This is an optimization exercise on Yosys and OpenROAD, whose aim is small area, not a production implementation.
The RTL was checked by simulation tests, not by an equivalence proof against the original design.
Power figures rest on the tool's default switching activity, not on a simulated workload.

## xenon
==> module ccm_fin, before the edit <==
module ccm_fin(
	input	[20:0]	cs,
	output	[7:0]	y
);
	wire [11:0] ta = ~{1'b0, cs[19], cs[17], cs[15], cs[13], cs[11], cs[9], cs[7], cs[5], cs[4], cs[2], cs[0]};
	wire [11:0] tb = ~{1'b1, cs[20], cs[18], cs[16], cs[14], cs[12], cs[10], cs[8], cs[6], 1'b1, cs[3], cs[1]};
	wire tc = ~1'b1;
	wire [11:0] ns;
	assign ns[0] = cs[0] ^ cs[1] ^ 1'b1;
	wire k429 = (cs[0] & cs[1]) | (cs[0] & 1'b1) | (cs[1] & 1'b1);
	wire k430;
	ccm_fa u_k430 (.a(cs[2]), .b(cs[3]), .ci(k429), .s(ns[1]), .co(k430));
	assign ns[2] = cs[4] ^ 1'b1 ^ k430;
	wire k431 = (cs[4] & 1'b1) | (cs[4] & k430) | (1'b1 & k430);
	wire k432;
	ccm_fa u_k432 (.a(cs[5]), .b(cs[6]), .ci(k431), .s(ns[3]), .co(k432));
	wire k433;
	ccm_fa u_k433 (.a(cs[7]), .b(cs[8]), .ci(k432), .s(ns[4]), .co(k433));
	wire k434;
	ccm_fa u_k434 (.a(cs[9]), .b(cs[10]), .ci(k433), .s(ns[5]), .co(k434));
	wire k435;
	ccm_fa u_k435 (.a(cs[11]), .b(cs[12]), .ci(k434), .s(ns[6]), .co(k435));
	wire k436;
	ccm_fa u_k436 (.a(cs[13]), .b(cs[14]), .ci(k435), .s(ns[7]), .co(k436));
	wire k437;
	ccm_fa u_k437 (.a(cs[15]), .b(cs[16]), .ci(k436), .s(ns[8]), .co(k437));
	wire k438;
	ccm_fa u_k438 (.a(cs[17]), .b(cs[18]), .ci(k437), .s(ns[9]), .co(k438));
	wire k439;
	ccm_fa u_k439 (.a(cs[19]), .b(cs[20]), .ci(k438), .s(ns[10]), .co(k439));
	assign ns[11] = 1'b0 ^ 1'b1 ^ k439;
	wire [11:0] sum = ~ns;
	wire neg = sum[11];
	wire ovf = |sum[10:8];
	assign y = neg ? 8'd0 : ovf ? 8'd255 : sum[7:0];
endmodule
Settings: LEC_CHECK=0, CAP_MARGIN=20, CELL_PAD_IN_SITES_DETAIL_PLACEMENT=1, CORE_MARGIN=2, CORE_UTILIZATION=40, SLEW_MARGIN=20, SYNTH_HIERARCHICAL=1, SYNTH_MINIMUM_KEEP_SIZE=0; clock period 7.0 ns.
standard.sh (not shown) runs the stock make flow with config.mk's settings and CLKGATE_MAP_FILE= SYNTH_SCRIPT=/design/flow/synth_recipe.tcl, a recipe that flattens the netlist after the stock synthesis.
==> flow/flow/run.sh <==
#!/bin/bash
# The standard layout (the standard.sh: ORFS with the standard synthesis),
# with two changes to how the layout is made:
#  - buffer_ports puts the smallest buffer, sky130_fd_sc_hd__buf_1, on every
#    input and output port;
#  - clock tree synthesis uses sky130_fd_sc_hd__clkbuf_8 and adds no dummy
#    loads.
# make's full output goes to flow_make.log; ORFS keeps each step's log under orfs/logs.
set -euo pipefail
bash standard.sh \
  BUFFER_PORTS_ARGS="-buffer_cell sky130_fd_sc_hd__buf_1" \
  CTS_ARGS="-sink_clustering_enable -repair_clock_nets -buf_list sky130_fd_sc_hd__clkbuf_8 -dont_use_dummy_load" \
  finish > flow_make.log 2>&1
Input-level comparison between nickel and xenon:
diff --git a/flow/design.v b/flow/design.v
--- a/flow/design.v
+++ b/flow/design.v
@@ -532,5 +532,13 @@
 	wire neg = sum[11];
 	wire ovf = |sum[10:8];
-	assign y = neg ? 8'd0 : ovf ? 8'd255 : sum[7:0];
+	wire nok = ~ovf;
+	ccm_sat u_sat0 (.neg(neg), .nok(nok), .n(ns[0]), .y(y[0]));
+	ccm_sat u_sat1 (.neg(neg), .nok(nok), .n(ns[1]), .y(y[1]));
+	ccm_sat u_sat2 (.neg(neg), .nok(nok), .n(ns[2]), .y(y[2]));
+	ccm_sat u_sat3 (.neg(neg), .nok(nok), .n(ns[3]), .y(y[3]));
+	ccm_sat u_sat4 (.neg(neg), .nok(nok), .n(ns[4]), .y(y[4]));
+	ccm_sat u_sat5 (.neg(neg), .nok(nok), .n(ns[5]), .y(y[5]));
+	ccm_sat u_sat6 (.neg(neg), .nok(nok), .n(ns[6]), .y(y[6]));
+	ccm_sat u_sat7 (.neg(neg), .nok(nok), .n(ns[7]), .y(y[7]));
 endmodule
 module ccm_x3(
@@ -576,4 +584,7 @@
 assign t[8] = G9;
 endmodule
+module ccm_sat(input neg, input nok, input n, output y);
+assign y = ~(neg | (nok & n));
+endmodule
 module ccm_ao(input g, input p, input c, output y);
 assign y = g | (p & c);
nickel completed end to end with timing, DRC and antenna clean.
Tightest hold margin: nickel vs xenon up 0.0060 ns
Design internal power: nickel vs xenon up about 1.5%
Compared to xenon, the routing of nickel uses more wire.
Total power deteriorates in nickel relative to xenon.
Total inserted antenna cells for nickel is lower than for xenon.
nickel against xenon: fraction of power consumed by combinational cells rose 0.4 points, synthesized area about even.
On core utilization of the finished layout, nickel and xenon are neck and neck.
xenon and nickel ended up with roughly the same final cell count.
nickel vs xenon: met3 wirelength from detailed routing up
Clock-buffer cell count came out exactly the same in nickel and xenon.
Compared nickel against xenon; relative area change from synthesis to final layout within noise.
Non-clock buffer contribution to total cell area of xenon is on par with nickel.
[nickel] clock power share rose 0.2 points relative to xenon

==> separate check: timing with driven ports <==
The flow's constraints put no driver on any port. The routed layouts listed below were extracted and timed again, unchanged, in two steps.
Step 1 assumes that a clkbuf_16 drives the clock port and a buf_2 every other input.
Step 2 adds t to the input delays and takes it off the output delays; t is the mean of the earliest and latest rising clock arrival at the registers after step 1. Input paths then give back, and output paths get back, about the clock's delay inside the block.
Slacks: ideal ports / drivers / drivers and shift; pairs: ideal ports / drivers.
| run | t (ns) | slack for setup (ns) | hold slack, ns | cell pins on the clock port's net |
|---|---|---|---|---|
| xenon | 0.560 | 0.686 / 0.714 / 0.153 | 0.305 / 0.305 / 0.305 | 1 |
| nickel | 0.559 | 0.819 / 0.836 / 0.277 | 0.311 / 0.311 / 0.311 | 1 |
After both steps setup and hold are still met in every run listed. For nickel, which loses most, drivers alone change the setup slack by +0.017 ns; drivers and shift together by -0.542 ns.
